What follows belongs to an exercise in optimizing a design on an open flow for a short achievable clock period and few clock cycles; a production flow would make more cautious choices. No functional check of the RTL was part of any run shown here. Power and IR drop assume default switching activity.

==> flow/design.v <==
module RegFile (
    input         clk,
    input         rst_n,
    input  [4:0]  ra,
    input  [4:0]  rb,
    output [31:0] da,
    output [31:0] db,
    input  [4:0]  wa,    
    input  [31:0] wd
);
    reg [31:0] r [1:31];
    reg [31:1] v;
    always @(posedge clk or negedge rst_n) begin
        if (!rst_n) v <= 31'b0;
        else if (wa != 5'd0) v[wa] <= 1'b1;
    end
    always @(posedge clk) begin
        if (wa != 5'd0) r[wa] <= wd;
    end
    assign da = (ra != 5'd0 && v[ra]) ? r[ra] : 32'h0;
    assign db = (rb != 5'd0 && v[rb]) ? r[rb] : 32'h0;
endmodule
module mips_cpu (
    input         clk,
    input         rst_n,
    output [31:0] imem_addr,
    input  [31:0] imem_data,
    output        dmem_re,
    output        dmem_we,
    output [31:0] dmem_addr,
    output [31:0] dmem_wdata,
    input  [31:0] dmem_rdata
);
    reg  [31:0] pc;             
    reg  [31:0] spec31, spec26;  
    reg         d_valid;
    reg  [31:0] d_ins;
    reg  [31:0] d_pc4;
    reg         d_ptaken;       
    reg  [31:0] d_xt;           
    reg         x_valid;
    reg  [31:0] x_A, x_B, x_S;  
    reg         x_fwdA, x_fwdB, x_fwdS;
    reg  [4:0]  x_sh;
    reg  [31:0] x_pc4;
    reg  [31:0] x_xt;
    reg  [4:0]  x_rd;           
    reg         x_load, x_store;
    reg         x_isjr;
    reg         x_m_eq, x_m_ne, x_m_lez, x_m_gtz, x_m_sg, x_m_nsg, x_m_jr;
    reg         x_sel_add, x_sel_sub, x_sel_and, x_sel_or, x_sel_xor, x_sel_nor;
    reg         x_sel_slt, x_sel_sltu, x_sel_sll, x_sel_srl, x_sel_sra, x_sel_link;
    reg  [31:0] m_res;          
    reg  [31:0] m_addr;         
    reg  [31:0] m_sdata;
    reg         m_we, m_re;
    reg  [4:0]  m_rd;           
    reg         m_load;
    assign imem_addr  = pc;
    assign dmem_addr  = m_addr;
    assign dmem_wdata = m_sdata;
    assign dmem_we    = m_we;
    assign dmem_re    = m_re;
    wire [31:0] m_wdata = m_load ? dmem_rdata : m_res;
    wire [31:0] rf_a, rf_b;
    wire [31:0] rf31, rf26;
    wire [4:0]  d_rs = d_ins[25:21];
    wire [4:0]  d_rt = d_ins[20:16];
    RegFile rgf(.clk(clk), .rst_n(rst_n),
                .ra(d_rs), .rb(d_rt), .da(rf_a), .db(rf_b),
                .wa(m_rd), .wd(m_wdata));
    wire [31:0] A = x_fwdA ? m_res : x_A;
    wire [31:0] B = x_fwdB ? m_res : x_B;
    wire [31:0] S = x_fwdS ? m_res : x_S;
    wire [31:0] sum_rr = x_A + x_B;
    wire [31:0] sum_mr = m_res + x_B;
    wire [31:0] sum_rm = x_A + m_res;
    wire [31:0] sum_mm = {m_res[30:0], 1'b0};
    wire [32:0] dif_rr = {1'b0, x_A} - {1'b0, x_B};
    wire [32:0] dif_mr = {1'b0, m_res} - {1'b0, x_B};
    wire [32:0] dif_rm = {1'b0, x_A} - {1'b0, m_res};
    reg  [31:0] sum;
    reg  [32:0] dif;
    always @* begin
        case ({x_fwdA, x_fwdB})
            2'b00: begin sum = sum_rr; dif = dif_rr; end
            2'b10: begin sum = sum_mr; dif = dif_mr; end
            2'b01: begin sum = sum_rm; dif = dif_rm; end
            default: begin sum = sum_mm; dif = 33'h0; end
        endcase
    end
    wire [31:0] shl = B << x_sh;
    wire [31:0] shr = B >> x_sh;
    wire [31:0] sha = $signed(B) >>> x_sh;
    wire [31:0] x_other =
        ({32{x_sel_and}}  & (A & B)) |
        ({32{x_sel_or}}   & (A | B)) |
        ({32{x_sel_xor}}  & (A ^ B)) |
        ({32{x_sel_nor}}  & ~(A | B)) |
        ({32{x_sel_sll}}  & shl) |
        ({32{x_sel_srl}}  & shr) |
        ({32{x_sel_sra}}  & sha) |
        ({32{x_sel_link}} & x_pc4);
    wire [31:0] x_res =
        ({32{x_sel_add}}  & sum) |
        ({32{x_sel_sub}}  & dif[31:0]) |
        {31'b0, (x_sel_slt & dif[31]) | (x_sel_sltu & dif[32])} |
        x_other;
    wire eq_rr = (x_A == x_B);
    wire eq_mr = (m_res == x_B);
    wire eq_rm = (x_A == m_res);
    reg  eq;
    always @* begin
        case ({x_fwdA, x_fwdB})
            2'b00: eq = eq_rr;
            2'b10: eq = eq_mr;
            2'b01: eq = eq_rm;
            default: eq = 1'b1;
        endcase
    end
    wire sg = x_fwdA ? m_res[31] : x_A[31];
    wire ne_r = (x_A != x_xt);
    wire ne_m = (m_res != x_xt);
    wire ne_jr = x_fwdA ? ne_m : ne_r;
    wire redirect = (x_m_eq & eq) | (x_m_ne & ~eq) | (x_m_lez & (sg | eq)) |
                    (x_m_gtz & ~(sg | eq)) | (x_m_sg & sg) | (x_m_nsg & ~sg) |
                    (x_m_jr & ne_jr);
    wire [31:0] redirect_pc = x_isjr ? A : x_xt;
    wire [5:0]  d_op = d_ins[31:26];
    wire [5:0]  d_fn = d_ins[5:0];
    wire [4:0]  d_rdf = d_ins[15:11];
    wire [15:0] d_imm = d_ins[15:0];
    wire d_rtype = (d_op == 6'h00);
    wire d_jr    = d_rtype & (d_fn == 6'h08);
    wire d_jalr  = d_rtype & (d_fn == 6'h09);
    wire d_jal   = (d_op == 6'h03);
    wire d_j     = (d_op == 6'h02);
    wire d_br    = (d_op == 6'h01) | (d_op == 6'h04) | (d_op == 6'h05) |
                   (d_op == 6'h06) | (d_op == 6'h07);
    wire d_iadd  = (d_op == 6'h08) | (d_op == 6'h09);
    wire d_slti  = (d_op == 6'h0a);
    wire d_sltiu = (d_op == 6'h0b);
    wire d_andi  = (d_op == 6'h0c);
    wire d_lui   = (d_op == 6'h0f);
    wire d_lw    = (d_op == 6'h23);
    wire d_sw    = (d_op == 6'h2b);
    wire d_undef = ~(d_rtype | d_j | d_jal | d_br | d_iadd | d_slti | d_sltiu |
                     d_andi | d_lui | d_lw | d_sw);
    wire d_imm_op = d_iadd | d_slti | d_sltiu | d_andi | d_lui | d_lw | d_sw;
    wire f_sub  = d_rtype & ((d_fn == 6'h22) | (d_fn == 6'h23));
    wire f_and  = d_rtype & (d_fn == 6'h24);
    wire f_or   = d_rtype & (d_fn == 6'h25);
    wire f_xor  = d_rtype & (d_fn == 6'h26);
    wire f_nor  = d_rtype & (d_fn == 6'h27);
    wire f_slt  = d_rtype & (d_fn == 6'h2a);
    wire f_sltu = d_rtype & (d_fn == 6'h2b);
    wire f_sll  = d_rtype & (d_fn == 6'h00);
    wire f_srl  = d_rtype & (d_fn == 6'h02);
    wire f_sra  = d_rtype & (d_fn == 6'h03);
    wire f_add  = d_rtype & ~(f_sub | f_and | f_or | f_xor | f_nor | f_slt | f_sltu |
                              f_sll | f_srl | f_sra | d_jr | d_jalr);
    wire [4:0] d_dest =
        d_rtype ? (d_jr ? 5'd0 : d_rdf) :
        d_jal   ? 5'd31 :
        d_undef ? 5'd26 :
        (d_imm_op & ~d_sw) ? d_rt : 5'd0;
    wire d_use_rs = ~(d_j | d_jal | d_undef);
    wire d_use_rt = (d_rtype & ~d_jr & ~d_jalr) | d_sw |
                    (d_op == 6'h04) | (d_op == 6'h05) | (d_op == 6'h06) | (d_op == 6'h07);
    wire m_hit_a = (m_rd != 5'd0) & (m_rd == d_rs);
    wire m_hit_b = (m_rd != 5'd0) & (m_rd == d_rt);
    wire [31:0] rv_a = m_hit_a ? m_wdata : rf_a;
    wire [31:0] rv_b = m_hit_b ? m_wdata : rf_b;
    wire x_hit_a = (x_rd != 5'd0) & (x_rd == d_rs);
    wire x_hit_b = (x_rd != 5'd0) & (x_rd == d_rt);
    wire stall = d_valid & x_load & ((d_use_rs & x_hit_a) | (d_use_rt & x_hit_b));
    wire [31:0] sext = {{16{d_imm[15]}}, d_imm};
    wire [31:0] d_bt = {d_pc4[31], d_pc4[30:0] + {sext[28:0], 2'b00}};   
    wire [31:0] d_immv = d_lui ? {d_imm, 16'h0000} : d_andi ? {16'h0000, d_imm} : sext;
    wire [31:0] ins = imem_data;
    wire [5:0]  i_op = ins[31:26];
    wire [5:0]  i_fn = ins[5:0];
    wire [4:0]  i_rs = ins[25:21];
    wire [4:0]  i_rt = ins[20:16];
    wire [4:0]  i_rd = ins[15:11];
    wire [31:0] f_pc4 = {pc[31], pc[30:0] + 31'd4};
    wire [29:0] f_bt_s = {pc[30:2], 1'b1} + {{13{ins[15]}}, ins[15:0], 1'b1};
    wire [31:0] f_bt  = {pc[31], f_bt_s[29:1], 2'b00};
    wire [31:0] f_jt  = {f_pc4[31:28], ins[25:0], 2'b00};
    wire i_j     = (i_op == 6'h02) | (i_op == 6'h03);
    wire i_jal   = (i_op == 6'h03);
    wire i_jr    = (i_op == 6'h00) & ((i_fn == 6'h08) | (i_fn == 6'h09));
    wire i_jalr  = (i_op == 6'h00) & (i_fn == 6'h09);
    wire i_br    = (i_op == 6'h01) | (i_op == 6'h04) | (i_op == 6'h05) |
                   (i_op == 6'h06) | (i_op == 6'h07);
    wire i_valid_op = (i_op <= 6'h0c) | (i_op == 6'h0f) | (i_op == 6'h23) | (i_op == 6'h2b);
    wire i_undef = ~i_valid_op;
    wire rs_eq_rt = (i_rs == i_rt);
    wire i_bpred = ins[15] | ((i_op == 6'h04) & rs_eq_rt) | ((i_op == 6'h05) & ~rs_eq_rt);
    wire i_br_t  = i_br & i_bpred;
    wire i_jr31  = i_jr & (i_rs == 5'd31);
    wire i_jr26  = i_jr & (i_rs == 5'd26);
    wire [31:0] f_other =
        ({32{i_j}} & f_jt) |
        ({32{i_undef}} & 32'h80000008) |
        ({32{i_jr31}} & spec31) |
        ({32{i_jr26 & ~i_jr31}} & spec26);
    wire f_other_t = i_j | i_undef | i_jr31 | i_jr26;
    wire [31:0] f_next = i_br_t ? f_bt : f_other_t ? f_other : f_pc4;
    wire f_adv = ~stall;    
    always @(posedge clk or negedge rst_n) begin
        if (!rst_n) begin
            pc <= 32'h80000000;
            spec31 <= 32'h0;
            spec26 <= 32'h0;
            d_valid <= 1'b0;
            x_valid <= 1'b0;
            x_rd <= 5'd0;
            x_load <= 1'b0;
            x_store <= 1'b0;
            x_isjr <= 1'b0;
            x_m_eq <= 1'b0; x_m_ne <= 1'b0; x_m_lez <= 1'b0; x_m_gtz <= 1'b0;
            x_m_sg <= 1'b0; x_m_nsg <= 1'b0; x_m_jr <= 1'b0;
            x_fwdA <= 1'b0;
            x_fwdB <= 1'b0;
            x_fwdS <= 1'b0;
            m_we <= 1'b0;
            m_re <= 1'b0;
            m_rd <= 5'd0;
            m_load <= 1'b0;
        end else begin
            if (redirect) pc <= redirect_pc;
            else if (f_adv) pc <= f_next;
            if (f_adv) begin
                if (i_jal | (i_jalr & (i_rd == 5'd31))) spec31 <= f_pc4;
                if (i_undef) spec26 <= f_pc4;
            end
            if (redirect) d_valid <= 1'b0;
            else if (f_adv) d_valid <= 1'b1;
            x_valid <= d_valid & ~redirect & ~stall;
            if (d_valid & ~redirect & ~stall) begin
                x_rd <= d_dest;
                x_load <= d_lw;
                x_store <= d_sw;
                x_isjr <= d_jr | d_jalr;
                x_m_eq  <= d_ptaken ? (d_op == 6'h05) : (d_op == 6'h04);
                x_m_ne  <= d_ptaken ? (d_op == 6'h04) : (d_op == 6'h05);
                x_m_lez <= d_ptaken ? (d_op == 6'h07) : (d_op == 6'h06);
                x_m_gtz <= d_ptaken ? (d_op == 6'h06) : (d_op == 6'h07);
                x_m_sg  <= ~d_ptaken & (d_op == 6'h01);
                x_m_nsg <= d_ptaken & (d_op == 6'h01);
                x_m_jr  <= d_jr | d_jalr;
                x_fwdA <= d_use_rs & x_hit_a;
                x_fwdB <= d_use_rt & ~d_sw & x_hit_b;
                x_fwdS <= d_sw & x_hit_b;
            end else begin
                x_rd <= 5'd0;
                x_load <= 1'b0;
                x_store <= 1'b0;
                x_isjr <= 1'b0;
                x_m_eq <= 1'b0; x_m_ne <= 1'b0; x_m_lez <= 1'b0; x_m_gtz <= 1'b0;
                x_m_sg <= 1'b0; x_m_nsg <= 1'b0; x_m_jr <= 1'b0;
                x_fwdA <= 1'b0;
                x_fwdB <= 1'b0;
                x_fwdS <= 1'b0;
            end
            m_we <= x_valid & x_store;
            m_re <= x_valid & x_load;
            m_load <= x_valid & x_load;
            m_rd <= x_valid ? x_rd : 5'd0;
        end
    end
    always @(posedge clk) begin
        if (f_adv) begin
            d_ins <= ins;
            d_pc4 <= f_pc4;
            d_ptaken <= i_br_t;
            d_xt <= f_other_t ? f_other : f_pc4;
        end
        if (~stall) begin
            x_A <= d_use_rs ? rv_a : 32'h0;
            x_B <= d_imm_op ? d_immv : rv_b;
            x_S <= rv_b;
            x_sh <= d_ins[10:6];
            x_pc4 <= d_pc4;
            x_xt <= d_br ? (d_ptaken ? d_pc4 : d_bt) : d_xt;
            x_sel_add  <= f_add | d_iadd | d_lui | d_lw | d_sw;
            x_sel_sub  <= f_sub;
            x_sel_and  <= f_and | d_andi;
            x_sel_or   <= f_or;
            x_sel_xor  <= f_xor;
            x_sel_nor  <= f_nor;
            x_sel_slt  <= f_slt | d_slti;
            x_sel_sltu <= f_sltu | d_sltiu;
            x_sel_sll  <= f_sll;
            x_sel_srl  <= f_srl;
            x_sel_sra  <= f_sra;
            x_sel_link <= d_jal | d_jalr | d_undef;
        end
        m_res <= x_res;
        m_addr <= x_res;
        m_sdata <= S;
    end
endmodule
==> flow/run.sh <==
#!/bin/bash
# synth_recipe.tcl (not shown) runs the flow's synth.tcl, then flattens the netlist and writes it again
# the make line also repeats each setting of config.mk as NAME=value (left out here)
make -C /OpenROAD-flow-scripts/flow DESIGN_CONFIG=/design/flow/config.mk WORK_HOME=/design/flow/orfs CLKGATE_MAP_FILE= SYNTH_SCRIPT=/design/flow/synth_recipe.tcl finish
==> flow/config.mk <==
export PLATFORM = sky130hd
export DESIGN_NAME = mips_cpu
export DESIGN_NICKNAME = mips_cpu
export VERILOG_FILES = /design/flow/design.v
export SDC_FILE = /design/flow/constraint.sdc
export NUM_CORES = 8
export LEC_CHECK = 0
export ABC_CLOCK_PERIOD_IN_PS = 3000
export CAP_MARGIN = 20
export CORE_MARGIN = 2
export CORE_UTILIZATION = 40
export SETUP_SLACK_MARGIN = 5
export SLEW_MARGIN = 20
==> flow/constraint.sdc <==
create_clock -name core_clock -period 10.5 [get_ports {clk}]
set_input_delay 2.1000 -clock core_clock [delete_from_list [all_inputs] [get_ports {clk}]]
set_output_delay 2.1000 -clock core_clock [all_outputs]
set_load 0.01 [all_outputs]
==> results of run 1 <==
kinds of logic (layout without fill, tap and decap cells):
logic type | Yosys count | in the layout
xor+xnor | 264 | 264
mux | 1069 | 1069
simple gates | 1415 | 1415
flops | 1493 | 1493
fa+ha+maj | 300 | 300
other cells | 0 | 5
buf+inv | 741 | 928
compound gates | 1505 | 1505
worst paths after layout:
check / to / depth (start not counted) / from / slack (ps)
max in group asynchronous: m_rd[3]$_DFF_PN0_ / 3 / rst_n / 7810
worst max register to register: m_addr[28]$_DFF_P_ / 16 / x_fwdB$_DFF_PN0_ / 5270
worst max-delay path: m_addr[28]$_DFF_P_ / 16 / x_fwdB$_DFF_PN0_ / 5270
min in group asynchronous: pc[22]$_DFFE_PN0P_ / 1 / rst_n / 1270
worst min register to register: m_we$_DFF_PN0_ / 1 / x_store$_DFF_PN0_ / 470
worst min-delay path: m_we$_DFF_PN0_ / 1 / x_store$_DFF_PN0_ / 470
power groups by stage:
stage               Clock (mW)  Sequential, mW  Combinational [mW]
floorplan                    0            7.13                2.53
global placement             0            7.31                3.89
detailed placement           0            7.33                3.91
CTS                       5.90            7.21                3.93
global route              6.13            7.23                4.26
finish                    5.82            7.22                4.03
critical path, cell delays in order, from the launching register on:
cell	delay, ps
sky130_fd_sc_hd__dfrtp_4	830
sky130_fd_sc_hd__inv_2	40
sky130_fd_sc_hd__buf_4	290
sky130_fd_sc_hd__nor2_4	120
sky130_fd_sc_hd__buf_4	520
sky130_fd_sc_hd__o21ai_0	170
sky130_fd_sc_hd__ha_1	350
sky130_fd_sc_hd__nor2b_1	170
sky130_fd_sc_hd__o31a_1	290
sky130_fd_sc_hd__o211a_1	260
sky130_fd_sc_hd__o311ai_1	510
sky130_fd_sc_hd__a21oi_1	250
sky130_fd_sc_hd__a2bb2oi_1	410
sky130_fd_sc_hd__o21ai_1	210
sky130_fd_sc_hd__xnor2_1	170
sky130_fd_sc_hd__o221ai_1	120
sky130_fd_sc_hd__a211o_1	320
state kept, by name (all words and copies together) (netlist names), 5 cells and up, named ones only:
register,flops
rgf.r,992
d_ins,32
d_pc4,32
d_xt,32
m_addr,32
m_sdata,32
pc,32
spec26,32
spec31,32
x_A,32
x_B,32
x_S,32
x_pc4,32
x_xt,32
rgf.v,31
m_rd,5
x_rd,5
x_sh,5
layout make-up:
type                       instances  area (µm²)
tap                             2854        3570
clock buffer                     209        4350
antenna                            5        12.5
timing repair buffer             341        3040
sequential                      1493       43400
multi-input combinational       4553       41300
inverter                         292        1100
fill                           19400      119000
clock inverter                    86        1040
repair_timing:
| item | in CTS | in global routing |
|---|---|---|
| setup buffers | 0 | 0 |
| gates resized for setup | 0 | 5 |
| endpoints found under the setup margin | 0 | 70 |
through the flow:
step / cells / hold slack (ps) / setup WS, ps / util, %
floorplan: 6787 / 420 / 5550 / -
finish: 9833 / 466 / 5270 / 45.1
detailed placement: 9530 / 451 / 4290 / 42.5
global placement: 9530 / 452 / 4350 / 42.5
global route: 9830 / 481 / 5040 / 45.1
CTS: 9825 / 460 / 5160 / 45.0
cells in the final DEF, fill, tap and decap left out, types with 33 or more instances in the layout:
cell,instances
sky130_fd_sc_hd__nor4_1,40
sky130_fd_sc_hd__nand2_1,423
sky130_fd_sc_hd__xor2_1,79
sky130_fd_sc_hd__nor3_1,83
sky130_fd_sc_hd__a21o_1,131
sky130_fd_sc_hd__o21a_1,33
sky130_fd_sc_hd__buf_4,170
sky130_fd_sc_hd__nand3_1,77
sky130_fd_sc_hd__dfxtp_1,64
sky130_fd_sc_hd__clkbuf_16,163
sky130_fd_sc_hd__o22ai_1,81
sky130_fd_sc_hd__o21ai_1,118
sky130_fd_sc_hd__nor2_1,417
sky130_fd_sc_hd__o21bai_1,58
sky130_fd_sc_hd__inv_1,267
sky130_fd_sc_hd__o21ai_0,226
sky130_fd_sc_hd__dfrtp_1,148
sky130_fd_sc_hd__and3_1,54
sky130_fd_sc_hd__xnor2_1,185
sky130_fd_sc_hd__mux2i_1,362
sky130_fd_sc_hd__mux2_2,79
sky130_fd_sc_hd__ha_1,293
sky130_fd_sc_hd__edfxtp_1,1266
sky130_fd_sc_hd__clkbuf_1,34
sky130_fd_sc_hd__o211ai_1,72
sky130_fd_sc_hd__mux4_2,616
sky130_fd_sc_hd__a31oi_1,50
sky130_fd_sc_hd__nand2b_1,37
sky130_fd_sc_hd__clkdlybuf4s50_1,162
sky130_fd_sc_hd__and2_1,56
sky130_fd_sc_hd__a21oi_1,390
sky130_fd_sc_hd__a211oi_1,47
sky130_fd_sc_hd__nand4_1,46
layer usage:
| metal | vias to the layer above | wire length, µm | global-route usage (%) |
|---|---|---|---|
| met5 | - | 38 | 0 |
| met4 | 6 | 21200 | 16.3 |
| met3 | 659 | 27300 | 5.38 |
| met2 | 3266 | 149000 | 44.7 |
| met1 | 32300 | 123000 | 36.6 |
| li1 | 26700 | - | - |
==> flow_summary_export.csv, run 1 <==
group,metric,value,unit
outcome,outcome,"complete, no violations",
global_routing,first_pass_grt_wire_length,452000,µm
sta,maxClockFrequency,191,MHz
floorplanning,floorplan.die_area,0.222,mm²
setup_path,worstSetupPathType,"reg -> reg",
clocking,ctsHtreeMaxLevel,4,
pwr,power.internal,11.7,mW
floorplanning,initial_core_util,40.2,%
global_routing,first_global_vias,60800,
final_layout,syn_to_final_growth,12.2,%
synthesis,postSynthRegisterBits,1493,
setup_path,worst_ep_arrival_time,5940,ps
synthesis,average_instance_area_after_synthesis,12.8,µm²
clocking,tritoncts,"yes",
clocking,clock_sinks,1493,
sta,final.setup_skew,91.6,ps
synthesis,synth_cell_types,100,
routing,post_drt_via_cell_ratio,6.40,
synthesis,mappedNetlistArea,0.0871,mm²
synthesis,ys_top_cells_by_count,"sky130_fd_sc_hd__edfxtp_1 (1266), sky130_fd_sc_hd__mux4_2 (616), sky130_fd_sc_hd__nor2_1 (449)",
floorplanning,die_height,471,µm
synthesis,synth.largest_area_cell,"sky130_fd_sc_hd__edfxtp_1",
synthesis,muxShareOfSynthArea,21.3,%
final_layout,nets,7209,
setup_path,crit_fanout,65,
routing,route.detailed.drc,0,
sta,tightest_slew,1150,ps
synthesis,synthXorXnorAreaFrac,2.65,%
synthesis,synth_fa_ha_area_share,4.37,%
synthesis,synth-seq-area-share,49.7,%
flow_run,drv.max_cap_violation_count,0,
place,hpwl,221000,µm
synthesis,synth_warnings,2,
routing,drt-pass1-iter-count,10,
final_layout,share_of_final_layout_standard_cells_stronger_than_drive_strength_1,17.5,%
routing,avgRoutedWirePerCell,32.6,µm
clocking,max-clock-path-buffers,3,
pwr,share_comb_of_total_power,23.6,%
synthesis,main_combinational_cell_family_by_area_after_synthesis,"multiplexers",
pwr,pwr_density_cell,175,mW/mm²
clocking,cts_made_buffers,162,
setup_path,endpoint_kind,"flip-flop",
floorplanning,io-pin-count,164,
floorplanning,die-width,471,µm
floorplanning,std_cell_rows,171,
place,place.port_buffers,163,
global_routing,grt_start_max_net_pins,94,
clocking,hold_buffers,0,
synthesis,synth-compound-area-share,11.2,%
pwr,power_leakage,36.5,nW
floorplanning,core_area,0.217,mm²
setup_path,crit_path_launch_type,"flip-flop",
sta,final_min_period_over_clock_period,49.8,%
sta,hold_violations,0,
synthesis,ys.flop_type,"sky130_fd_sc_hd__edfxtp_1",
synthesis,netlist.area_leader.share,43.6,%
pwr,vdd_ir_drop_max,0.173,mV
pwr,switching_power,5.41,mW
place,place_area,0.0923,mm²
sta,report.final.setup_viol,0,
global_routing,track_usage,28.3,%
clocking,clkSlewWorstSetupHoldPaths,60,ps
pwr,switching_share,31.7,%
sta,max_slew_margin,20.9,%
global_routing,antenna_found_initial,12,
clocking,worstSkewPairLatency,860,ps
clocking,cts.root.buffer_cell,"sky130_fd_sc_hd__clkbuf_16",
final_layout,stdcell_area,0.0978,mm²
synthesis,synthSimpleGateAreaFrac,7.59,%
synthesis,netlist_top_cells_area,"sky130_fd_sc_hd__edfxtp_1 (44%), sky130_fd_sc_hd__mux4_2 (16%), sky130_fd_sc_hd__dfrtp_1 (4.4%)",
pwr,power,17.1,mW
sta,rsz0062_at_grt,"false",
synthesis,synth_async_reset_ratio,10.2,%
setup_path,worst_ep_required_time,11220,ps
routing,number_of_vias_after_detailed_routing,62900,
routing,detail_route.wirelength,321000,µm
pwr,power_frac_clock,34.1,%
synthesis,post-synth-top-count-cell,"sky130_fd_sc_hd__edfxtp_1",
hold_path,kind_of_path_behind_the_tightest_hold_check,"reg -> reg",
sta,setup_tns,0,ps
sta,layout_min_cycle_time,5230,ps
routing,postRouteAntennaNets,0,
sta,maxSlewViolCount,0,
synthesis,synth-edff-count,1266,
place,place_congestion,1.03,
global_routing,grt-ovfl-total,0,
routing,dr.first_iter.drc_count,7970,
synthesis,syn_inst,6787,
pwr,pwr-share-seq,42.3,%
==> run 2: changes to the inputs <==
--- a/flow/config.mk
+++ b/flow/config.mk
@@ -9,5 +9,6 @@
 export CAP_MARGIN = 20
 export CORE_MARGIN = 2
-export CORE_UTILIZATION = 40
+export CORE_UTILIZATION = 55
+export GPL_TIMING_DRIVEN = 1
 export SETUP_SLACK_MARGIN = 5
 export SLEW_MARGIN = 20
==> flow_summary_export.csv, run 2 <==
group,metric,value,unit
outcome,outcome,"complete, no violations",
flow_run,drv.max_cap_violation_count,0,
sta,tightest_slew,1190,ps
setup_path,slowest_stage,"sky130_fd_sc_hd__dfrtp_4",
floorplanning,die-width,402,µm
sta,final_min_period_over_clock_period,52.2,%
final_layout,layout_common_cells,"sky130_fd_sc_hd__edfxtp_1 (1266), sky130_fd_sc_hd__mux4_2 (616), sky130_fd_sc_hd__nand2_1 (424)",
sta,maxClockFrequency,182,MHz
place,pre_cts_ws,4380,ps
final_layout,nets,7208,
setup_path,endpoint_kind,"flip-flop",
setup_path,worstSetupPathType,"reg -> reg",
synthesis,synth-edff-count,1266,
routing,avgRoutedWirePerCell,35.8,µm
sta,final.setup_skew,79.4,ps
sta,maxSlewViolCount,0,
global_routing,grt_start_max_net_pins,153,
synthesis,synth_async_reset_ratio,10.2,%
clocking,cts.root.buffer_cell,"sky130_fd_sc_hd__clkbuf_16",
routing,dr.first_iter.drc_count,8989,
floorplanning,io-pin-count,164,
synthesis,synth_warnings,2,
setup_path,worst_ep_arrival_time,6170,ps
clocking,hold_buffers,0,
synthesis,synth.largest_area_cell,"sky130_fd_sc_hd__edfxtp_1",
pwr,vdd_ir_drop_max,0.224,mV
global_routing,first_global_vias,61500,
pwr,pwr_density_cell,177,mW/mm²
final_layout,syn_to_final_growth,11.2,%
setup_path,worst_ep_required_time,11190,ps
synthesis,postSynthRegisterBits,1493,
sta,report.final.setup_viol,0,
place,place.port_buffers,163,
synthesis,ys_top_cells_by_count,"sky130_fd_sc_hd__edfxtp_1 (1266), sky130_fd_sc_hd__mux4_2 (616), sky130_fd_sc_hd__nor2_1 (449)",
final_layout,fillerInstances,12300,
synthesis,netlist.area_leader.share,43.6,%
setup_path,crit_path_launch_type,"flip-flop",
routing,postRouteAntennaNets,0,
routing,post_drt_via_cell_ratio,7.08,
floorplanning,floorplan.die_area,0.162,mm²
clocking,cts_made_buffers,161,
hold_path,kind_of_path_behind_the_tightest_hold_check,"reg -> reg",
final_layout,largest_reg_flops,992,
clocking,cts_setup_buffers,0,
routing,number_of_vias_after_detailed_routing,64200,
synthesis,main_combinational_cell_family_by_area_after_synthesis,"multiplexers",
synthesis,synth_cell_types,100,
final_layout,layout_commonest_cell,"sky130_fd_sc_hd__edfxtp_1",
place,place_area,0.0914,mm²
synthesis,mappedNetlistArea,0.0871,mm²
synthesis,synthSimpleGateAreaFrac,7.59,%
global_routing,track_usage,39.7,%
setup_path,cp.buffers_inverters,2,
floorplanning,die_height,402,µm
synthesis,muxShareOfSynthArea,21.3,%
sta,hold_violations,0,
sta,setup_tns,0,ps
sta,layout_min_cycle_time,5480,ps
global_routing,grt-ovfl-total,0,
pwr,power_leakage,36.6,nW
floorplanning,std_cell_rows,146,
synthesis,post-synth-top-count-cell,"sky130_fd_sc_hd__edfxtp_1",
place,place_congestion,1.08,
routing,route.detailed.drc,0,
synthesis,synth-seq-area-share,49.7,%
routing,drt-pass1-iter-count,10,
routing,detail_route.wirelength,324000,µm
setup_path,critical_path.top_delay_family,"compound AO/OA/AOI/OAI gates",
setup_path,crit_fanout,24,
global_routing,first_pass_grt_wire_length,456000,µm
synthesis,synth_fa_ha_area_share,4.37,%
clocking,clkSlewWorstSetupHoldPaths,60,ps
sta,rsz0062_at_grt,"true",
floorplanning,initial_core_util,55.2,%
setup_path,critical-path-max-stage-delay,850,ps
global_routing,antenna_found_initial,20,
synthesis,synth-compound-area-share,11.2,%
clocking,worstSkewPairLatency,840,ps
sta,max_slew_margin,20.5,%
clocking,max-clock-path-buffers,3,
place,hpwl,220000,µm
clocking,ctsHtreeMaxLevel,4,
clocking,post_cts_resized,0,
clocking,clock_sinks,1493,
clocking,tritoncts,"yes",
synthesis,netlist_top_cells_area,"sky130_fd_sc_hd__edfxtp_1 (44%), sky130_fd_sc_hd__mux4_2 (16%), sky130_fd_sc_hd__dfrtp_1 (4.4%)",
synthesis,average_instance_area_after_synthesis,12.8,µm²
final_layout,largest-register,"rgf.r",
final_layout,share_of_final_layout_standard_cells_stronger_than_drive_strength_1,17.6,%
synthesis,ys.flop_type,"sky130_fd_sc_hd__edfxtp_1",
synthesis,syn_inst,6787,
floorplanning,core_area,0.158,mm²
synthesis,synthXorXnorAreaFrac,2.65,%
final_layout,stdcell_area,0.0969,mm²
sta,postLayoutSetupSlackWorst,5020,ps
setup_path,cp_cell_sequence,"inv_2 -> nand2_1 -> o21ai_0 -> ha_1 -> inv_1 -> fa_1 -> nor2b_1 -> o31a_1 -> o211a_1 -> o311ai_2 -> a21oi_1 -> a2bb2oi_1 -> o21ai_1 -> xnor2_1 -> o221ai_1 -> a211o_1",
[run 2: per-layer routing]
layer / vias to the layer above / track usage, % / wire (µm)
met2: 3920 / 62.0 / 149000
li1: 26700 / - / -
met1: 32800 / 52.8 / 122000
met5: - / 0 / 130
met4: 22 / 19.1 / 18900
met3: 838 / 9.22 / 34700
[run 2: path summary, 6_finish.rpt]
path / from / to / slack [ps] / cells past startpoint
worst max-delay path: x_fwdA$_DFF_PN0_ / m_addr[28]$_DFF_P_ / 5020 / 16
worst min-delay path: x_S[24]$_DFFE_PN_ / m_sdata[24]$_DFF_P_ / 470 / 1
worst max register to register: x_fwdA$_DFF_PN0_ / m_addr[28]$_DFF_P_ / 5020 / 16
worst min register to register: x_S[24]$_DFFE_PN_ / m_sdata[24]$_DFF_P_ / 470 / 1
max in group asynchronous: rst_n / x_fwdS$_DFF_PN0_ / 7630 / 2
min in group asynchronous: rst_n / pc[1]$_DFFE_PN0P_ / 1390 / 1
[run 2: where the power goes]
part           internal, mW  switching [mW]  leakage (nW)  total (mW)
registers              6.85           0.395          15.0        7.25
logic                  1.52            2.49          18.9        4.01
clock network          3.37            2.52          2.65        5.89
total                  11.7            5.41          36.6        17.2
[run 2: area by class of cell]
type | instances | area, µm² | area share [%]
Clock buffer | 208 | 4380 | 4.52
Antenna cell | 15 | 37.5 | 0.0387
Sequential cell | 1493 | 43400 | 44.8
Tap cell | 2072 | 2590 | 2.68
Multi-Input combinational cell | 4553 | 41300 | 42.6
Inverter | 292 | 1100 | 1.14
Timing Repair Buffer | 341 | 3040 | 3.13
Clock inverter | 90 | 1110 | 1.14
[run 2: logic make-up after synthesis]
logic type | Yosys count
buf+inv | 741
compound gates | 1505
flops | 1493
fa+ha+maj | 300
xor+xnor | 264
simple gates | 1415
mux | 1069
[run 2: through the flow]
| stage | total power [mW] | cells | util, % | hold WS [ps] |
|---|---|---|---|---|
| 2_1_floorplan | 9.66 | 6787 | - | 420 |
| 3_3_place_gp | 11.2 | 8751 | 57.9 | 457 |
| 3_5_place_dp | 11.2 | 8751 | 57.9 | 462 |
| 4_1_cts | 17.1 | 9049 | 61.4 | 476 |
| 5_1_grt | 17.7 | 9052 | 61.4 | 492 |
| 6_report | 17.2 | 9064 | 61.4 | 474 |
==> run 3: changes to the inputs <==
--- a/flow/design.v
+++ b/flow/design.v
@@ -7,5 +7,6 @@
     output [31:0] db,
     input  [4:0]  wa,    
-    input  [31:0] wd
+    input  [31:0] wd,
+    output [31:0] sgn    
 );
     reg [31:0] r [1:31];
@@ -20,4 +21,9 @@
     assign da = (ra != 5'd0 && v[ra]) ? r[ra] : 32'h0;
     assign db = (rb != 5'd0 && v[rb]) ? r[rb] : 32'h0;
+    genvar i;
+    assign sgn[0] = 1'b0;
+    generate for (i = 1; i < 32; i = i + 1) begin : g_sgn
+        assign sgn[i] = v[i] & r[i][31];
+    end endgenerate
 endmodule
 module mips_cpu (
@@ -33,4 +39,5 @@
 );
     reg  [31:0] pc;             
+    reg  [31:0] pc_out;         
     reg  [31:0] spec31, spec26;  
     reg         d_valid;
@@ -57,5 +64,5 @@
     reg  [4:0]  m_rd;           
     reg         m_load;
-    assign imem_addr  = pc;
+    assign imem_addr  = pc_out;
     assign dmem_addr  = m_addr;
     assign dmem_wdata = m_sdata;
@@ -69,5 +76,5 @@
     RegFile rgf(.clk(clk), .rst_n(rst_n),
                 .ra(d_rs), .rb(d_rt), .da(rf_a), .db(rf_b),
-                .wa(m_rd), .wd(m_wdata));
+                .wa(m_rd), .wd(m_wdata), .sgn(rf_sgn));
     wire [31:0] A = x_fwdA ? m_res : x_A;
     wire [31:0] B = x_fwdB ? m_res : x_B;
@@ -185,6 +192,13 @@
     wire [4:0]  i_rd = ins[15:11];
     wire [31:0] f_pc4 = {pc[31], pc[30:0] + 31'd4};
-    wire [29:0] f_bt_s = {pc[30:2], 1'b1} + {{13{ins[15]}}, ins[15:0], 1'b1};
-    wire [31:0] f_bt  = {pc[31], f_bt_s[29:1], 2'b00};
+    wire [16:0] f_bt_lo = {1'b0, pc[17:2]} + {1'b0, ins[15:0]} + 17'd1;
+    wire [12:0] pc_hi    = pc[30:18];
+    wire [12:0] pc_hi_p1 = pc[30:18] + 13'd1;
+    wire [12:0] pc_hi_m1 = pc[30:18] - 13'd1;
+    wire [12:0] f_bt_hi = ins[15] ? (f_bt_lo[16] ? pc_hi : pc_hi_m1)
+                                  : (f_bt_lo[16] ? pc_hi_p1 : pc_hi);
+    wire [31:0] f_bt  = {pc[31], f_bt_hi, f_bt_lo[15:0], 2'b00};
+    wire [31:0] rf_sgn;
+    wire i_sg = rf_sgn[i_rs];
     wire [31:0] f_jt  = {f_pc4[31:28], ins[25:0], 2'b00};
     wire i_j     = (i_op == 6'h02) | (i_op == 6'h03);
@@ -197,5 +211,6 @@
     wire i_undef = ~i_valid_op;
     wire rs_eq_rt = (i_rs == i_rt);
-    wire i_bpred = ins[15] | ((i_op == 6'h04) & rs_eq_rt) | ((i_op == 6'h05) & ~rs_eq_rt);
+    wire i_bpred = ins[15] | ((i_op == 6'h04) & rs_eq_rt) | ((i_op == 6'h05) & ~rs_eq_rt) |
+                   (((i_op == 6'h06) | (i_op == 6'h01)) & i_sg) | ((i_op == 6'h07) & ~i_sg);
     wire i_br_t  = i_br & i_bpred;
     wire i_jr31  = i_jr & (i_rs == 5'd31);
@@ -212,4 +227,6 @@
         if (!rst_n) begin
             pc <= 32'h80000000;
+            pc_out <= 32'h80000000;
+            m_addr <= 32'h0;
             spec31 <= 32'h0;
             spec26 <= 32'h0;
@@ -232,4 +249,6 @@
             if (redirect) pc <= redirect_pc;
             else if (f_adv) pc <= f_next;
+            pc_out <= redirect ? redirect_pc : f_adv ? f_next : pc;
+            m_addr <= x_res;
             if (f_adv) begin
                 if (i_jal | (i_jalr & (i_rd == 5'd31))) spec31 <= f_pc4;
@@ -299,5 +318,4 @@
         end
         m_res <= x_res;
-        m_addr <= x_res;
         m_sdata <= S;
     end
==> flow/flow/run.sh (new file) <==
#!/bin/bash
set -euo pipefail
bash standard.sh SETUP_SLACK_MARGIN=7.5 finish > flow_standard.log 2>&1
==> flow/standard.sh (new file) <==
#!/bin/bash
# synth_recipe.tcl (not shown) runs the flow's synth.tcl, then flattens the netlist and writes it again
# the make line also repeats each setting of config.mk as NAME=value (left out here)
make -C /OpenROAD-flow-scripts/flow DESIGN_CONFIG=/design/flow/config.mk WORK_HOME=/design/flow/orfs CLKGATE_MAP_FILE= SYNTH_SCRIPT=/design/flow/synth_recipe.tcl "${@:-finish}"
--- a/flow/config.mk
+++ b/flow/config.mk
@@ -9,6 +9,5 @@
 export CAP_MARGIN = 20
 export CORE_MARGIN = 2
-export CORE_UTILIZATION = 55
-export GPL_TIMING_DRIVEN = 1
+export CORE_UTILIZATION = 40
 export SETUP_SLACK_MARGIN = 5
 export SLEW_MARGIN = 20
removed: flow/run.sh
==> flow_summary_export.csv, run 3 <==
group,metric,value,unit
synthesis,synth_fa_ha_area_share,4.32,%
final_layout,nets,7843,
routing,number_of_vias_after_detailed_routing,68800,
routing,dr.first_iter.drc_count,10200,
final_layout,layout_common_cells,"sky130_fd_sc_hd__edfxtp_1 (1298), sky130_fd_sc_hd__mux4_2 (684), sky130_fd_sc_hd__buf_4 (492)",
floorplanning,floorplan.die_area,0.226,mm²
sta,report.final.setup_viol,0,
clocking,ctsHtreeMaxLevel,4,
final_layout,largest-register,"rgf.r",
sta,postLayoutSetupSlackWorst,6260,ps
routing,detail_route.wirelength,365000,µm
clocking,tritoncts,"yes",
setup_path,regToRegSetupSlack,6260,ps
place,place.port_buffers,163,
setup_path,critical-path-max-stage-delay,570,ps
floorplanning,initial_core_util,40.1,%
synthesis,synth-edff-count,1298,
sta,max_slew_margin,7.36,%
sta,final.setup_skew,57.0,ps
clocking,max-clock-path-buffers,3,
global_routing,track_usage,31.2,%
sta,fin_hold_ws,468,ps
global_routing,antenna_found_initial,15,
sta,maxClockFrequency,236,MHz
hold_path,hold_end,"m_sdata[23]$_DFF_P_",
setup_path,endpoint_kind,"flip-flop",
global_routing,use_met3,6.13,%
pwr,power_leakage,41.7,nW
synthesis,ys_top_cells_by_count,"sky130_fd_sc_hd__edfxtp_1 (1298), sky130_fd_sc_hd__mux4_2 (684), sky130_fd_sc_hd__nand2_1 (511)",
sta,maxSlewViolCount,0,
floorplanning,die-width,475,µm
hold_path,worstHoldPathCells,1,
sta,rsz0062_at_grt,"true",
synthesis,syn_inst,6764,
synthesis,synth-compound-area-share,10.4,%
clocking,clock_sinks,1557,
clocking,clkSlewWorstSetupHoldPaths,60,ps
setup_path,crit_fanout,6,
final_layout,largest_reg_flops,1024,
setup_path,worstSetupPathType,"reg -> reg",
setup_path,worst_ep_required_time,11190,ps
synthesis,post-synth-top-count-cell,"sky130_fd_sc_hd__edfxtp_1",
place,hpwl,219000,µm
final_layout,share_of_final_layout_standard_cells_stronger_than_drive_strength_1,37.4,%
clocking,cts.root.buffer_cell,"sky130_fd_sc_hd__clkbuf_16",
floorplanning,die_height,475,µm
flow_run,drv.max_cap_violation_count,0,
clocking,cts_made_buffers,168,
global_routing,first_pass_grt_wire_length,498000,µm
place,pre_cts_ws,4110,ps
routing,postRouteAntennaNets,0,
outcome,outcome,"complete, no violations",
global_routing,grt.met2_usage,49.0,%
pwr,vdd_ir_drop_max,0.199,mV
clocking,worstSkewPairLatency,880,ps
clocking,hold_buffers,0,
final_layout,stdcell_area,0.113,mm²
routing,post_drt_via_cell_ratio,6.49,
setup_path,cp_cell_sequence,"buf_16 -> nor2b_4 -> buf_6 -> buf_6 -> buf_16 -> a21o_1 -> ha_4 -> a211oi_4 -> o211ai_1 -> nand3b_1 -> a21oi_4 -> a211oi_4 -> o31ai_4 -> o31a_1 -> and3b_1 -> a2111o_1 -> a211oi_2 -> nand2_2",
sta,hold_violations,0,
setup_path,worst_ep_arrival_time,4930,ps
synthesis,synth_cell_types,102,
synthesis,synth-seq-area-share,50.8,%
final_layout,syn_to_final_growth,27.1,%
setup_path,reg2reg_depth,18,
synthesis,average_instance_area_after_synthesis,13.1,µm²
global_routing,grt_start_max_net_pins,153,
routing,route.detailed.drc,0,
final_layout,layout_commonest_cell,"sky130_fd_sc_hd__edfxtp_1",
floorplanning,io-pin-count,164,
synthesis,synthXorXnorAreaFrac,2.60,%
setup_path,cp.buffers_inverters,4,
synthesis,postSynthRegisterBits,1557,
synthesis,netlist.area_leader.share,43.9,%
setup_path,reg_to_reg_end,"m_addr[29]$_DFF_PN0_",
synthesis,mappedNetlistArea,0.0888,mm²
sta,tightest_slew,1380,ps
pwr,pwr_density_cell,171,mW/mm²
floorplanning,std_cell_rows,173,
synthesis,ys.flop_type,"sky130_fd_sc_hd__edfxtp_1",
place,place_area,0.0946,mm²
hold_path,worstHoldStart,"x_S[23]$_DFFE_PN_",
setup_path,critical_path.top_delay_family,"compound AO/OA/AOI/OAI gates",
routing,avgRoutedWirePerCell,34.4,µm
global_routing,first_global_vias,66500,
floorplanning,core_area,0.221,mm²
setup_path,worstReg2RegStart,"x_fwdA$_DFF_PN0_",
synthesis,synth_warnings,2,
synthesis,synthSimpleGateAreaFrac,7.44,%
synthesis,muxShareOfSynthArea,21.2,%
setup_path,slowest_stage,"sky130_fd_sc_hd__dfrtp_4",
place,place_congestion,0.996,
sta,final_min_period_over_clock_period,40.4,%
synthesis,synth.largest_area_cell,"sky130_fd_sc_hd__edfxtp_1",
global_routing,grt-ovfl-total,0,
synthesis,netlist_top_cells_area,"sky130_fd_sc_hd__edfxtp_1 (44%), sky130_fd_sc_hd__mux4_2 (17%), sky130_fd_sc_hd__dfrtp_1 (5.2%)",
global_routing,grt.met1_usage,37.9,%
synthesis,main_combinational_cell_family_by_area_after_synthesis,"multiplexers",
sta,setup_tns,0,ps
synthesis,synth_async_reset_ratio,11.9,%
global_routing,grt-busiest-layer,"met2",
setup_path,crit_path_launch_type,"flip-flop",
sta,layout_min_cycle_time,4240,ps
pwr,power,19.3,mW
hold_path,kind_of_path_behind_the_tightest_hold_check,"reg -> reg",
routing,drt-pass1-iter-count,9,
[run 3: changes by cell type after synthesis, sizes merged, moves of 23 or more]
cell    previous run  this run
dfrtp            152       184
mux4             616       684
edfxtp          1266      1298
mux2i            364       261
nand3             80       148
a21o             131       100
o21bai            58        35
nand2            425       512
nor2             450       388
[run 3: cell families (layout without fill, tap and decap cells)]
logic type                 after synthesis  count (layout)
DFF                                   1557            1557
and+or+nand+nor                       1445            1451
AOI/OAI and AO/OA                     1440            1443
muxes                                 1018            1018
buffers and inverters                  737            1552
adders and majority gates              302             302
xor gates and xnor gates               264             264
other                                    1              39
[run 3: final cells by class]
class	count	area [µm²]
well taps	2975	3720
fillers	18300	109000
clock inverters	112	1200
repair inverters	40	380
clock buffers	202	4420
flip-flops and latches	1557	45200
repair buffers	903	9970
inverters	295	1340
diodes	7	17.5
multi-input cells	4510	46600
[run 3: worst max path at each step]
stage,from,to,slack [ps],cells past startpoint
finish,x_fwdA$_DFF_PN0_,m_addr[29]$_DFF_PN0_,6260,18
global route,x_fwdA$_DFF_PN0_,m_addr[29]$_DFF_PN0_,6200,19
CTS,x_fwdA$_DFF_PN0_,m_addr[29]$_DFF_PN0_,6290,18
detailed placement,imem_data[21],pc_out[30]$_DFFE_PN0P_,4110,13
global placement,imem_data[22],pc_out[30]$_DFFE_PN0P_,4150,12
floorplan,imem_data[21],pc_out[27]$_DFFE_PN0P_,6000,12
[run 3: what timing repair did]
| item | 4_1_cts | 5_1_grt |
|---|---|---|
| setup endpoints to repair | 1858 | 1215 |
| setup buffers | 409 | 117 |
| pin swaps | 222 | 205 |
| resized for setup | 1541 | 475 |
| cloned | 84 | 22 |
[run 3: report_power, final]
part,internal (mW),switching (mW),total [mW]
clock network,3.39,2.70,6.09
logic,2.32,3.25,5.57
registers,7.21,0.403,7.62
[run 3: stage by stage]
stage | instances | utilization (%)
finish | 10600 | 51.0
global route | 10600 | 51.0
CTS | 10500 | 49.4
detailed placement | 9648 | 42.7
global placement | 9647 | 42.7
floorplan | 6795 | -
[run 3: metal layers]
metal  part of all wire, %  vias to the layer above
li1                      -                    27900
met1                    35                    35100
met2                    46                     4603
met3                   9.8                     1147
met4                   9.5                       12
met5                 0.024                        -
==> run 4: changes to the inputs <==
==> flow/flow/run.sh (replaced) <==
#!/bin/bash
set -euo pipefail
bash standard.sh SETUP_SLACK_MARGIN=6.5 finish > flow_standard.log 2>&1
==> flow_summary_export.csv, run 4 <==
group,metric,value,unit
clocking,clkSlewWorstSetupHoldPaths,60,ps
synthesis,post-synth-top-count-cell,"sky130_fd_sc_hd__edfxtp_1",
floorplanning,core_area,0.221,mm²
clocking,clock_sinks,1557,
routing,dr.first_iter.drc_count,7672,
floorplanning,std_cell_rows,173,
final_layout,largest-register,"rgf.r",
place,hpwl,218000,µm
pwr,pwr_density_cell,175,mW/mm²
global_routing,grt-ovfl-total,0,
synthesis,mappedNetlistArea,0.0888,mm²
sta,maxSlewViolCount,0,
synthesis,average_instance_area_after_synthesis,13.1,µm²
setup_path,slowest_stage,"sky130_fd_sc_hd__dfrtp_4",
setup_path,critical-path-max-stage-delay,490,ps
pwr,vdd_ir_drop_max,0.186,mV
outcome,outcome,"complete, no violations",
global_routing,grt.met1_usage,35.4,%
synthesis,synth_async_reset_ratio,11.9,%
clocking,cts.root.buffer_cell,"sky130_fd_sc_hd__clkbuf_16",
synthesis,synth.largest_area_cell,"sky130_fd_sc_hd__edfxtp_1",
routing,post_drt_via_cell_ratio,6.33,
hold_path,worstHoldStart,"x_S[23]$_DFFE_PN_",
final_layout,syn_to_final_growth,16.6,%
global_routing,grt-busiest-layer,"met2",
sta,tightest_slew,1020,ps
global_routing,antenna_found_initial,13,
place,place_area,0.0944,mm²
setup_path,reg2reg_depth,21,
final_layout,layout_common_cells,"sky130_fd_sc_hd__edfxtp_1 (1298), sky130_fd_sc_hd__mux4_2 (684), sky130_fd_sc_hd__nand2_1 (503)",
final_layout,final_core_utilization,46.8,%
routing,route.detailed.drc,0,
synthesis,ys_top_cells_by_count,"sky130_fd_sc_hd__edfxtp_1 (1298), sky130_fd_sc_hd__mux4_2 (684), sky130_fd_sc_hd__nand2_1 (511)",
routing,avgRoutedWirePerCell,32.3,µm
sta,postLayoutSetupSlackWorst,6250,ps
sta,report.final.setup_viol,0,
setup_path,worst_ep_arrival_time,4970,ps
place,place_congestion,1.01,
routing,detail_route.wirelength,329000,µm
global_routing,grt.met2_usage,45.5,%
sta,max_slew_margin,31.9,%
synthesis,ys.flop_type,"sky130_fd_sc_hd__edfxtp_1",
clocking,worstSkewPairLatency,860,ps
setup_path,crit_path_launch_type,"flip-flop",
clocking,max-clock-path-buffers,3,
hold_path,kind_of_path_behind_the_tightest_hold_check,"reg -> reg",
setup_path,endpoint_kind,"flip-flop",
floorplanning,io-pin-count,164,
synthesis,synth-seq-area-share,50.8,%
synthesis,synth-edff-count,1298,
routing,postRouteAntennaNets,0,
setup_path,worstSetupPathType,"reg -> reg",
setup_path,critical_path.top_delay_family,"compound AO/OA/AOI/OAI gates",
hold_path,worstHoldPathCells,1,
floorplanning,initial_core_util,40.1,%
synthesis,netlist_top_cells_area,"sky130_fd_sc_hd__edfxtp_1 (44%), sky130_fd_sc_hd__mux4_2 (17%), sky130_fd_sc_hd__dfrtp_1 (5.2%)",
global_routing,use_met3,5.28,%
synthesis,postSynthRegisterBits,1557,
pwr,power_leakage,38.4,nW
clocking,tritoncts,"yes",
place,pre_cts_ws,3590,ps
pwr,power,18.2,mW
setup_path,worst_ep_required_time,11210,ps
synthesis,synth_cell_types,102,
setup_path,reg_to_reg_end,"m_addr[29]$_DFF_PN0_",
global_routing,first_global_vias,62500,
sta,hold_violations,0,
floorplanning,die_height,475,µm
global_routing,grt_start_max_net_pins,122,
sta,rsz0062_at_grt,"true",
sta,maxClockFrequency,235,MHz
global_routing,track_usage,28.5,%
floorplanning,die-width,475,µm
routing,number_of_vias_after_detailed_routing,64500,
routing,drt-pass1-iter-count,14,
setup_path,cp_cell_sequence,"buf_12 -> buf_16 -> nor2b_4 -> buf_6 -> buf_12 -> nor2_2 -> a21o_1 -> ha_4 -> a211oi_4 -> o211ai_1 -> nand3b_1 -> a21oi_4 -> buf_12 -> a211oi_2 -> buf_4 -> o31ai_4 -> o31a_1 -> and3b_1 -> a2111o_1 -> a211oi_2 -> nand2_1",
setup_path,worstReg2RegStart,"x_fwdA$_DFF_PN0_",
final_layout,layout_commonest_cell,"sky130_fd_sc_hd__edfxtp_1",
clocking,ctsHtreeMaxLevel,4,
final_layout,share_of_final_layout_standard_cells_stronger_than_drive_strength_1,24.7,%
floorplanning,floorplan.die_area,0.226,mm²
global_routing,first_pass_grt_wire_length,460000,µm
clocking,cts_made_buffers,167,
final_layout,stdcell_area,0.104,mm²
sta,layout_min_cycle_time,4250,ps
setup_path,regToRegSetupSlack,6250,ps
sta,setup_tns,0,ps
hold_path,hold_end,"m_sdata[23]$_DFF_P_",
final_layout,largest_reg_flops,1024,
sta,final_min_period_over_clock_period,40.5,%
final_layout,nets,7423,
sta,final.setup_skew,40.0,ps
synthesis,synth_warnings,2,
flow_run,drv.max_cap_violation_count,0,
synthesis,netlist.area_leader.share,43.9,%
setup_path,cpMostUsedCell,"sky130_fd_sc_hd__buf_12",
setup_path,crit_fanout,6,
place,place.port_buffers,163,
setup_path,cp.buffers_inverters,6,
synthesis,syn_inst,6764,
==> run 4: cell counts after synthesis <==
Identical to the previous run, type by type.
==> run 4: where the power goes <==
| group | internal, mW | leakage, nW | switching (mW) |
|---|---|---|---|
| registers | 7.22 | 15.7 | 0.411 |
| logic | 1.84 | 20.1 | 2.78 |
| clock network | 3.33 | 2.67 | 2.61 |
==> run 4: cells by family after synthesis <==
logic type	synth area share, %
flip-flops	50.8
AND/OR/NAND/NOR	7.44
AO/OA/AOI/OAI	10.4
multiplexers	21.2
buffers and inverters	3.23
adder cells (fa/ha/maj)	4.32
XOR/XNOR	2.60
other	0.00422
==> run 4: stage by stage <==
step / hold WS [ps] / cells
after floorplan: 426 / 6795
after global placement: 458 / 9653
after detailed placement: 465 / 9653
after CTS: 443 / 10100
after global routing: 461 / 10200
final: 446 / 10200
==> run 4: timing repair <==
action                     CTS  global route
hold buffers                 0             0
cloned                      14             7
setup buffers              108            78
pin swaps                   55            82
gates resized for setup    363           206
setup endpoints to repair  617           273
==> run 4: per-layer routing <==
layer | up-vias | wire [µm]
li1 | 27100 | -
met1 | 33100 | 121000
met2 | 3486 | 154000
met3 | 828 | 27800
met4 | 2 | 25800
met5 | - | 13
==> run 4: worst max path at each step <==
stage | startpoint | cells after the start | to
3_5_place_dp | imem_data[21] | 12 | pc_out[30]$_DFFE_PN0P_
3_3_place_gp | imem_data[21] | 12 | pc_out[30]$_DFFE_PN0P_
4_1_cts | x_fwdA$_DFF_PN0_ | 21 | m_addr[29]$_DFF_PN0_
2_1_floorplan | imem_data[0] | 15 | pc_out[27]$_DFFE_PN0P_
6_report | x_fwdA$_DFF_PN0_ | 21 | m_addr[29]$_DFF_PN0_
5_1_grt | x_fwdA$_DFF_PN0_ | 21 | m_addr[29]$_DFF_PN0_
==> run 4: cell type report <==
class                      count  area, µm²
sequential                  1557      45200
timing repair buffer         526       5210
clock inverter               106       1020
inverter                     295       1170
clock buffer                 207       4450
multi-input combinational   4506      42800
fill                       19400     118000
antenna                        8       20.0
timing repair inverter         2       20.0
tap                         2975       3720
==> run 4: worst reg2reg max path, stage by stage, from the launching register on <==
cell and delay, ps:
sky130_fd_sc_hd__dfrtp_4 490, sky130_fd_sc_hd__buf_12 140, sky130_fd_sc_hd__buf_16 140, sky130_fd_sc_hd__nor2b_4 130, sky130_fd_sc_hd__buf_6 140, sky130_fd_sc_hd__buf_12 110, sky130_fd_sc_hd__nor2_2 30, sky130_fd_sc_hd__a21o_1 200
sky130_fd_sc_hd__ha_4 240, sky130_fd_sc_hd__a211oi_4 230, sky130_fd_sc_hd__o211ai_1 220, sky130_fd_sc_hd__nand3b_1 220, sky130_fd_sc_hd__a21oi_4 100, sky130_fd_sc_hd__buf_12 140, sky130_fd_sc_hd__a211oi_2 200, sky130_fd_sc_hd__buf_4 190
sky130_fd_sc_hd__o31ai_4 90, sky130_fd_sc_hd__o31a_1 280, sky130_fd_sc_hd__and3b_1 170, sky130_fd_sc_hd__a2111o_1 390, sky130_fd_sc_hd__a211oi_2 150, sky130_fd_sc_hd__nand2_1 130

port drivers added, routing unchanged:
The results above use ideal ports. As a check the final layouts listed here were re-extracted and re-timed, cells and wires unchanged. Step 1 assumes that a clkbuf_16 drives the clock port and a buf_2 every other input. Step 2, shift: input delay + t, output delay - t, t = (earliest + latest rising clock arrival at the registers) / 2. This alone moves slack from input paths to output paths. Slacks: no drivers / after step 1 / after step 2; pairs: no drivers / after step 1.
| run | t (ns) | setup WS [ns] | latest minus earliest clock arrival (ns) | worst slew at a driven data input, ns | cell pins on the clock port's net |
|---|---|---|---|---|---|
| run 1 | 0.906 | 5.275 / 5.275 / 4.441 | 0.093 / 0.093 | 0.07 | 1 |
| run 2 | 0.879 | 5.019 / 5.019 / 4.494 | 0.082 / 0.082 | 0.12 | 1 |
| run 3 | 0.942 | 6.262 / 6.262 / 5.449 | 0.063 / 0.063 | 0.12 | 1 |
| run 4 | 0.936 | 6.245 / 6.245 / 5.574 | 0.043 / 0.042 | 0.15 | 1 |
After both steps every run listed still meets setup and hold. The setup slack of run 1, which loses most, moves by 0.000 ns with the drivers and by -0.834 ns with both steps.
